From an optimization exercise on the open Yosys and OpenROAD flow, aimed at small area; shortcuts taken in it are not production practice.
Function was checked by simulation only, so behaviour that the tests miss may differ from the original.
The flow treats the clock pin as an ideal source. Dropping or thinning the clock tree relies on that and would not hold on a real chip.
Power figures rest on the tool's default switching activity, not on a simulated workload.

== amber ==
==> flow/design.v <==
`timescale 1ns / 1ps
module riscv8bit(
	output wire [7:0] data_from_ram,
	output wire mem_read_from_idandex,
	output wire mem_write_from_idandex,
	output wire [7:0] alu_result_from_idandex,
	output wire [7:0] write_data_to_memory,
	input wire [7:0] ram_data,
	output wire [7:0] pc_increment_address,
	input wire [15:0] instruction_input,
	input wire rst,
	input wire rst_registerfile,
	input wire clk
);
assign data_from_ram = ram_data;
reg [7:0] pc;
always @(posedge clk)
	pc <= rst ? 8'd0 : pc + 8'd1;
assign pc_increment_address = pc;
reg [7:0] s1_res_n, s1_a_n;  reg [2:0] s1_rd;  reg s1_we, s1_m;
reg [7:0] s2_res_n, s2_a_n;  reg [2:0] s2_rd;  reg s2_we, s2_m;
reg       s2_v;
reg [7:0] s3_res, s3_a;  reg [2:0] s3_rd;  reg s3_we, s3_m;
wire s3_mr = s3_we & s3_m;
wire s3_mw = ~s3_we & s3_m;
reg [63:0] rf;
wire [7:0] wdata = s3_m ? ram_data : s3_res;
wire       wen   = s3_we & ~rst;
genvar gi;
generate
	for (gi = 0; gi < 8; gi = gi + 1) begin : g_rf
		wire sel  = wen & (s3_rd == gi);
		wire hold = ~sel & ~rst_registerfile;
		always @(posedge clk)
			rf[gi*8 +: 8] <= ({8{sel}} & wdata) | ({8{hold}} & rf[gi*8 +: 8]);
	end
endgenerate
wire [4:0] op = {instruction_input[15:14] & {2{~rst}}, instruction_input[13:11]};
wire [2:0] ra = instruction_input[10:8] & {3{~rst}};
wire [2:0] rb = instruction_input[7:5];
wire [7:0] k  = instruction_input[7:0];
reg [7:0] ra_q, rb_q;
integer i;
always @(*) begin
	ra_q = 8'd0;
	rb_q = 8'd0;
	for (i = 0; i < 8; i = i + 1) begin
		ra_q = ra_q | ({8{ra == i}} & rf[i*8 +: 8]);
		rb_q = rb_q | ({8{rb == i}} & rf[i*8 +: 8]);
	end
end
wire [7:0] a = ra_q & {8{~rst_registerfile}};
wire [7:0] b = op[4] ? (rb_q & {8{~rst_registerfile}}) : k;
wire is_i  = ~op[4] &  op[3];
wire is_r2 =  op[4] & ~op[3];
wire is_r1 =  op[4] &  op[3];
wire is_ir = is_i | is_r2;
wire f_arith = is_ir & (op[2:1] == 2'b00);
wire f_and   = is_ir & (op[2:0] == 3'b010);
wire f_or    = is_ir & (op[2:0] == 3'b011);
wire f_xor   = is_r2 & (op[2:0] == 3'b110);
wire f_b     = is_i  & op[2] & ~(op[1] & op[0]);
wire f_not   = is_r1 & (op[2:0] == 3'b100);
wire f_shl   = is_r1 & (op[2:0] == 3'b101);
wire f_shr   = is_r1 & (op[2:0] == 3'b110);
wire sub     = f_arith & op[0];
wire l0 = sub | f_not;                         
wire l1 = (f_arith & ~sub) | f_or | f_xor | f_b | f_not;  
wire l2 = (f_arith & ~sub) | f_or | f_xor;     
wire l3 = sub | f_and | f_or | f_b;            
wire [8:0] c;
wire [7:0] p;
assign c[0] = sub;
genvar gk;
generate
	for (gk = 0; gk < 8; gk = gk + 1) begin : g_alu
		assign p[gk]   = a[gk] ? (b[gk] ? l3 : l2) : (b[gk] ? l1 : l0);
		assign c[gk+1] = p[gk] ? c[gk] : (a[gk] & f_arith);
	end
endgenerate
wire [7:0] res = (p ^ c[7:0])
               | ({8{f_shl}} & {a[6:0], 1'b0})
               | ({8{f_shr}} & {1'b0, a[7:1]});
wire c_m  = is_i & op[2] & (op[1] ^ op[0]);    
wire c_we = (op[4] | op[3]) & ~(is_i & (op[2:0] == 3'b110));
always @(posedge clk) begin
	s1_res_n <= ~res;  s1_a_n <= ~a;  s1_rd <= ra;
	s1_we  <= c_we; s1_m <= c_m;
	s2_res_n <= s1_res_n; s2_a_n <= s1_a_n; s2_rd <= s1_rd;
	s2_we  <= s1_we;  s2_m <= s1_m;
	s2_v   <= ~rst;
	s3_rd  <= s2_rd;
	if (rst | ~s2_v) begin
		s3_res <= 8'd0; s3_a <= 8'd0;
		s3_we  <= 1'b0; s3_m <= 1'b0;
	end else begin
		s3_res <= ~s2_res_n; s3_a <= ~s2_a_n;
		s3_we  <= s2_we;  s3_m <= s2_m;
	end
end
assign alu_result_from_idandex = s3_res;
assign mem_read_from_idandex   = s3_mr;
assign mem_write_from_idandex  = s3_mw;
assign write_data_to_memory    = s3_a;
endmodule
==> flow/config.mk <==
export PLATFORM = sky130hd
export DESIGN_NAME = riscv8bit
export DESIGN_NICKNAME = riscv8bit
export VERILOG_FILES = /design/flow/design.v
export SDC_FILE = /design/flow/constraint.sdc
export NUM_CORES = 4
export LEC_CHECK = 0
export ABC_AREA = 1
export CAP_MARGIN = 20
export CORE_MARGIN = 2
export CORE_UTILIZATION = 65
export GPL_TIMING_DRIVEN = 0
export SLEW_MARGIN = 20
==> flow/constraint.sdc <==
create_clock -name core_clock -period 5.0 [get_ports {clk}]
set_input_delay 1.0000 -clock core_clock [delete_from_list [all_inputs] [get_ports {clk}]]
set_output_delay 1.0000 -clock core_clock [all_outputs]
set_load 0.01 [all_outputs]
standard.sh (not shown) runs the stock make flow with config.mk's settings and CLKGATE_MAP_FILE= SYNTH_SCRIPT=/design/flow/synth_recipe.tcl, a recipe that flattens the netlist after the stock synthesis.
==> flow/flow/run.sh <==
#!/bin/bash
set -euo pipefail
W=$(pwd)
F=$W/flow

{
  echo 'proc abc {args} {'
  echo '  set i [lsearch $args -script]'
  echo "  if {\$i >= 0} { lset args [expr {\$i+1}] $F/area.abc }"
  echo '  yosys abc {*}$args'
  echo '}'
  cat "$W/synth_recipe.tcl"
} > "$W/own_synth.tcl"

export REMOVE_ABC_BUFFERS=1
export BUFFER_PORTS_ARGS="-buffer_cell sky130_fd_sc_hd__buf_1"
export CTS_ARGS="-sink_clustering_enable -repair_clock_nets -dont_use_dummy_load -buf_list {sky130_fd_sc_hd__clkbuf_4}"

make -C "$FLOW_HOME" DESIGN_CONFIG="$W/config.mk" WORK_HOME="$W/orfs" CLKGATE_MAP_FILE= \
  SYNTH_SCRIPT="$W/own_synth.tcl" finish > "$W/make.log" 2>&1

R=$W/orfs/results/sky130hd/riscv8bit/base
: # left out here: write the final layout as DEF
==> flow/flow/area.abc <==
strash
&get -n
&st
&dch
&nf -R 1000
&put
amber: PASS, flow complete, no timing, DRC or antenna violations
#### Input delta (fjord over amber)
- CORE_UTILIZATION changed from 65 to 40
diff --git a/flow/flow/run.sh b/flow/flow/run.sh
--- a/flow/flow/run.sh
+++ b/flow/flow/run.sh
@@ -15 +14,0 @@
-export REMOVE_ABC_BUFFERS=1
### Flow results
fjord: final cell count 78 above amber. fjord vs. amber: global-route wire length before repair went up by 1400 um, total of max-cap violations was more or less identical, net count of the finished layout went up by 8, total setup buffers inserted after CTS went down by 1. The total half-perimeter wirelength after legalization and detailed placement of fjord exceeds that of amber by about 7%. Changes observed in fjord relative to amber: cell area went up, net switching power went up, via count went down. Comparing fjord against amber, there is no change at all in critical path depth.
[inputs] lagoon vs fjord
- swapping 40 for 55 in CORE_UTILIZATION
diff --git a/flow/flow/run.sh b/flow/flow/run.sh
--- a/flow/flow/run.sh
+++ b/flow/flow/run.sh
@@ -14,0 +15 @@
+export REMOVE_ABC_BUFFERS=1
@@ -15,0 +17 @@
+export POST_CTS_TCL="$F/post_cts.tcl"
==> flow/flow/post_cts.tcl (new file) <==
set target [expr {[info exists ::env(MY_CLK_SLEW_TARGET)] ? $::env(MY_CLK_SLEW_TARGET) : 0.115}]
set_propagated_clock [all_clocks]
estimate_parasitics -placement
set changed 0
foreach inst [get_cells clkbuf_*] {
  set cell [get_name [get_lib_cells -of_objects $inst]]
  set bigger [dict create sky130_fd_sc_hd__clkbuf_1 sky130_fd_sc_hd__clkbuf_2 sky130_fd_sc_hd__clkbuf_2 sky130_fd_sc_hd__clkbuf_4 sky130_fd_sc_hd__clkbuf_4 sky130_fd_sc_hd__clkbuf_8 sky130_fd_sc_hd__clkbuf_8 sky130_fd_sc_hd__clkbuf_16]
  if {![dict exists $bigger $cell]} { continue }
  set worst 0
  foreach out [get_pins -of_objects $inst -filter "direction==output"] {
    foreach p [get_pins -of_objects [get_nets -of_objects $out] -filter "direction==input"] {
      set s [get_property $p slew_max]
      if {$s > $worst} { set worst $s }
    }
  }
  if {$worst > $target} {
    puts "clock buffer [get_name $inst]: load slew $worst > $target, $cell -> [dict get $bigger $cell]"
    replace_cell $inst [dict get $bigger $cell]
    incr changed
  }
}
if {$changed > 0} {
  detailed_placement
  estimate_parasitics -placement
}
Findings:
- Looking at sequential fraction of total cell area, lagoon sits 0.62 points above fjord.
- Against fjord, lagoon comes in 0.62 points lower on switching portion of total power.
- lagoon: final-layout fill cell count is 33% lower than what fjord reported.
- Measured against lagoon, the total routed wirelength of fjord comes out at 1.05 times the reference value.
- lagoon against fjord; total of plain and repair buffers excluding clock buffers is down by more than 10%.
- The static power due to leakage in lagoon sits about 1.1% below the value recorded for fjord.
- ~same synthesized area in fjord and lagoon
- lagoon ran to completion and came out clean on the timing, design-rule and antenna checks.
- Master of the slowest instance on the critical path: nor3_2 -> fjord, a222oi_1 -> lagoon
Here is what was changed in the inputs of indigo compared with lagoon.
- CORE_UTILIZATION changed from 55 to 40
==> flow/flow/area.abc <==
strash
dc2
&get -n
&st
&dch -f
&nf -R 1000
&put
diff --git a/flow/flow/post_cts.tcl b/flow/flow/post_cts.tcl
--- a/flow/flow/post_cts.tcl
+++ b/flow/flow/post_cts.tcl
@@ -1 +1 @@
-set target [expr {[info exists ::env(MY_CLK_SLEW_TARGET)] ? $::env(MY_CLK_SLEW_TARGET) : 0.115}]
+set target [expr {[info exists ::env(MY_CLK_SLEW_TARGET)] ? $::env(MY_CLK_SLEW_TARGET) : 0.105}]
## What came out
Both conditions hold for indigo: the flow ran to the end and the final layout passed the timing, design-rule and antenna checks. indigo vs lagoon — length of routed met2 wiring climbed by more than 10%. [indigo] final area rose about 4% relative to lagoon. In terms of smallest hold slack, indigo and lagoon differ only marginally. When the final numbers for indigo and lagoon were put side by side, the combinational share of power turned out to be smaller in lagoon. Summary of indigo over lagoon: area after synthesis down 69 sq um; final instance count without filler cells up about 8%; number of non-clock buffers up about 26%.

---

try-willow:
Another version of the RTL of riscv8bit (not shown whole).
Size in the first run: ~550 cells after synthesis, ~140 flip-flops, ~61 I/O pins, about 5000 sq um of cells after synthesis.
Design riscv8bit, start of the top module:
module riscv8bit(
	output wire [7:0] data_from_ram,
	output wire mem_read_from_idandex,
	output wire mem_write_from_idandex,
	output wire [7:0] alu_result_from_idandex,
	output wire [7:0] write_data_to_memory,
	input wire [7:0] ram_data,
	output wire [7:0] pc_increment_address,
	input wire [15:0] instruction_input,
	input wire rst,
	input wire rst_registerfile,
	input wire clk
);
Settings: LEC_CHECK=0, ABC_AREA=1, CAP_MARGIN=20, CORE_MARGIN=2, CORE_UTILIZATION=65, GPL_TIMING_DRIVEN=0, SLEW_MARGIN=20, SYNTH_HIERARCHICAL=1, SYNTH_MINIMUM_KEEP_SIZE=0; clock period 5.0 ns.
==> flow/flow/run.sh <==
#!/bin/bash
# Own layout flow: the standard ORFS flow with these changes.
#  2. Port buffers are the smallest buffer (buf_1) instead of the default.
#  4. Buffers that synthesis put on pass-through wires are removed at
#     floorplan (REMOVE_ABC_BUFFERS); port buffering adds the port buffers.
# Every tool's full output goes to orfs/logs (ORFS's own per-step logs) and
# to make.log / def.log in this folder.
set -euo pipefail
W=$(pwd)
F=$W/flow

{
  echo 'proc abc {args} {'
  echo '  set i [lsearch $args -script]'
  echo "  if {\$i >= 0} { lset args [expr {\$i+1}] $F/area.abc }"
  echo '  yosys abc {*}$args'
  echo '}'
  cat "$W/synth_recipe.tcl"
} > "$W/own_synth.tcl"

export ADDER_MAP_FILE=
export REMOVE_ABC_BUFFERS=1
export BUFFER_PORTS_ARGS="-buffer_cell sky130_fd_sc_hd__buf_1"
export PRE_CTS_TCL="$F/pre_cts.tcl"
export MY_CLKLEAVES=8 MY_CLKROOTS=1
export MY_CLKBUF=sky130_fd_sc_hd__clkbuf_8 MY_CLKROOTBUF=sky130_fd_sc_hd__clkbuf_8
export POST_CTS_TCL="$F/post_cts.tcl"

make -C "$FLOW_HOME" DESIGN_CONFIG="$W/config.mk" WORK_HOME="$W/orfs" CLKGATE_MAP_FILE= \
  SYNTH_SCRIPT="$W/own_synth.tcl" finish > "$W/make.log" 2>&1

R=$W/orfs/results/sky130hd/riscv8bit/base
: # left out here: write the final layout as DEF
==> flow/flow/area.abc <==
strash
dc2
&get -n
&st
&dch -f
&nf -R 2000 -C 30 -p
&put
==> flow/flow/pre_cts.tcl <==
proc mcts_env {name default} {
  if {[info exists ::env($name)]} { return $::env($name) }
  return $default
}
set mcts_leaf_cell [mcts_env MY_CLKBUF sky130_fd_sc_hd__clkbuf_4]
set mcts_root_cell [mcts_env MY_CLKROOTBUF sky130_fd_sc_hd__clkbuf_4]
set mcts_leaves [mcts_env MY_CLKLEAVES 8]
set mcts_roots [mcts_env MY_CLKROOTS 2]

set block [ord::get_db_block]
set clknet [$block findNet clk]
set sinks {}
foreach it [$clknet getITerms] {
  set bb [[$it getInst] getBBox]
  lappend sinks [list $it [expr {([$bb xMin] + [$bb xMax]) / 2}] [expr {([$bb yMin] + [$bb yMax]) / 2}]]
}
proc mcts_halves {lst axis} {
  set s [lsort -integer -index [expr {$axis + 1}] $lst]
  set h [expr {[llength $s] / 2}]
  return [list [lrange $s 0 [expr {$h - 1}]] [lrange $s $h end]]
}
set groups [list $sinks]
set axis 1
while {[llength $groups] < $mcts_leaves} {
  set axis [expr {1 - $axis}]
  set ng {}
  foreach g $groups { foreach h [mcts_halves $g $axis] { lappend ng $h } }
  set groups $ng
}
proc mcts_buffer {block master name innet pins} {
  # pins: list of {iterm x y}; returns {x y} of the new buffer
  set buf [odb::dbInst_create $block $master $name]
  set net [odb::dbNet_create $block "${name}_net"]
  $net setSigType CLOCK
  [$buf findITerm A] connect $innet
  [$buf findITerm X] connect $net
  set sx 0; set sy 0
  foreach s $pins {
    set it [lindex $s 0]
    $it disconnect
    $it connect $net
    incr sx [lindex $s 1]; incr sy [lindex $s 2]
  }
  set n [llength $pins]
  set x [expr {$sx / $n}]; set y [expr {$sy / $n}]
  $buf setLocation $x $y
  $buf setPlacementStatus PLACED
  puts "manual clock tree: $name ([$master getName]) drives $n pins"
  return [list [$buf findITerm A] $x $y]
}
set leaf_master [[ord::get_db] findMaster $mcts_leaf_cell]
set root_master [[ord::get_db] findMaster $mcts_root_cell]
set leafpins {}
set i 0
foreach g $groups {
  lappend leafpins [mcts_buffer $block $leaf_master "clkbuf_leaf$i" $clknet $g]
  incr i
}
if {$mcts_roots > 0} {
  set per [expr {[llength $leafpins] / $mcts_roots}]
  for {set r 0} {$r < $mcts_roots} {incr r} {
    mcts_buffer $block $root_master "clkbuf_root$r" $clknet [lrange $leafpins [expr {$r * $per}] [expr {($r + 1) * $per - 1}]]
  }
}
global_connect
rename clock_tree_synthesis mcts_unused_clock_tree_synthesis
proc clock_tree_synthesis {args} { puts "clock_tree_synthesis skipped: manual clock tree in place" }
Other scripts of this flow, unchanged in this note and not shown: flow/flow/post_cts.tcl
No stage failed in try-willow, and the final checks on the layout all came back clean.
Edits applied to the flow inputs when going from try-willow to try-delta:
==> flow/flow/area.abc <==
strash
dc2
&get -n
&st
&dch -f
&nf -R 2000 -C 30
&put
[summary]
Routed wire in try-delta totals more than in try-willow. From try-willow to try-delta the numbers moved as follows: mapped cell area about even; global-route wire length before repair rose 2.1%; combinational power share rose 0.4 points; mean routed wirelength per cell rose about 8%. The synthesis-to-finish area growth on try-willow is in line with that on try-delta. In terms of area share of and/or/nand/nor cells after synthesis, try-willow and try-delta differ only marginally. try-delta completed; timing, DRC and antenna clean. try-delta ends up with a highest achievable clock rate that is 1.1% lower than in try-willow. As of try-delta, switching power of the nets had risen slightly compared to try-willow. | register-to-register slack | try-delta vs try-willow | worse |. Average cell area after synthesis for try-delta: 0.36% down relative to try-willow.
> inputs changed (try-delta -> try-quartz)
--- a/flow/flow/run.sh
+++ b/flow/flow/run.sh
@@ -25,2 +25,2 @@
-export MY_CLKLEAVES=8 MY_CLKROOTS=1
-export MY_CLKBUF=sky130_fd_sc_hd__clkbuf_8 MY_CLKROOTBUF=sky130_fd_sc_hd__clkbuf_8
+export MY_CLKLEAVES=4 MY_CLKROOTS=0
+export MY_CLKBUF=sky130_fd_sc_hd__clkbuf_16
==> flow/flow/area.abc <==
strash
dc2
&get -n
&st
&dch -f
&nf -R 1000
&put
## What came out
Compared to try-delta, try-quartz has largest net degree at the start of global routing 17 higher.
| post-layout total power | try-quartz vs try-delta | better |
From try-delta to try-quartz the numbers moved as follows: worst hold margin increased by 6.3 ps relative to the old numbers, routed length on met1 decreased by about 8% relative to the old numbers.
Between try-quartz and try-delta, the cell count is higher for try-delta.
Time the worst path needs with I/O delays and setup for try-quartz is higher than for try-delta.
Worst max-slew margin expressed relative to the limit for try-quartz is higher than for try-delta.
Here is what was changed in the inputs of try-yarrow compared with try-quartz.
--- a/flow/flow/run.sh
+++ b/flow/flow/run.sh
@@ -25,2 +25,2 @@
-export MY_CLKLEAVES=4 MY_CLKROOTS=0
-export MY_CLKBUF=sky130_fd_sc_hd__clkbuf_16
+export MY_CLKLEAVES=8 MY_CLKROOTS=1
+export MY_CLKBUF=sky130_fd_sc_hd__clkbuf_8 MY_CLKROOTBUF=sky130_fd_sc_hd__clkbuf_8
Results
Between try-yarrow and try-quartz, the register-to-register setup slack is higher for try-yarrow. In the route summary, try-yarrow ends up with a via count below that of try-quartz. Final-stage net count grows slightly when moving from try-quartz to try-yarrow.
No run of this note takes its clock network from TritonCTS; it comes from the design's own scripts or RTL.

[separate check: timing with driven ports]
How much do the figures lean on ideal ports? The routed layouts below were timed once more, with nothing changed but the port constraints. Step 1: set_driving_cell puts a clkbuf_16 on clk and a buf_2 on each other input, an assumption about the parent block. Step 2, shift: input delay + t, output delay - t, t = (earliest + latest rising clock arrival at the registers) / 2. This alone moves slack from input paths to output paths. a / b / c = ideal ports / drivers / drivers and shift; a / b = the first two.
run | t (ns) | setup slack, ns | pins driven straight from the clock port
amber | 0.526 | 0.226 / 0.238 / -0.289 | 1
fjord | 0.570 | 0.388 / 0.404 / -0.166 | 1
lagoon | 0.425 | 0.291 / 0.302 / -0.123 | 1
indigo | 0.438 | 0.356 / 0.364 / -0.074 | 1
try-willow | 0.426 | 0.913 / 0.929 / 0.503 | 1
try-delta | 0.424 | 0.866 / 0.878 / 0.454 | 1
try-quartz | 0.263 | 0.796 / 0.861 / 0.599 | 4
try-yarrow | 0.425 | 1.021 / 1.031 / 0.606 | 1
Met with ideal ports but missed after step 2: setup timing in amber, fjord, lagoon and indigo. The setup slack of fjord, which loses most, moves by +0.016 ns with the drivers and by -0.554 ns with both steps.
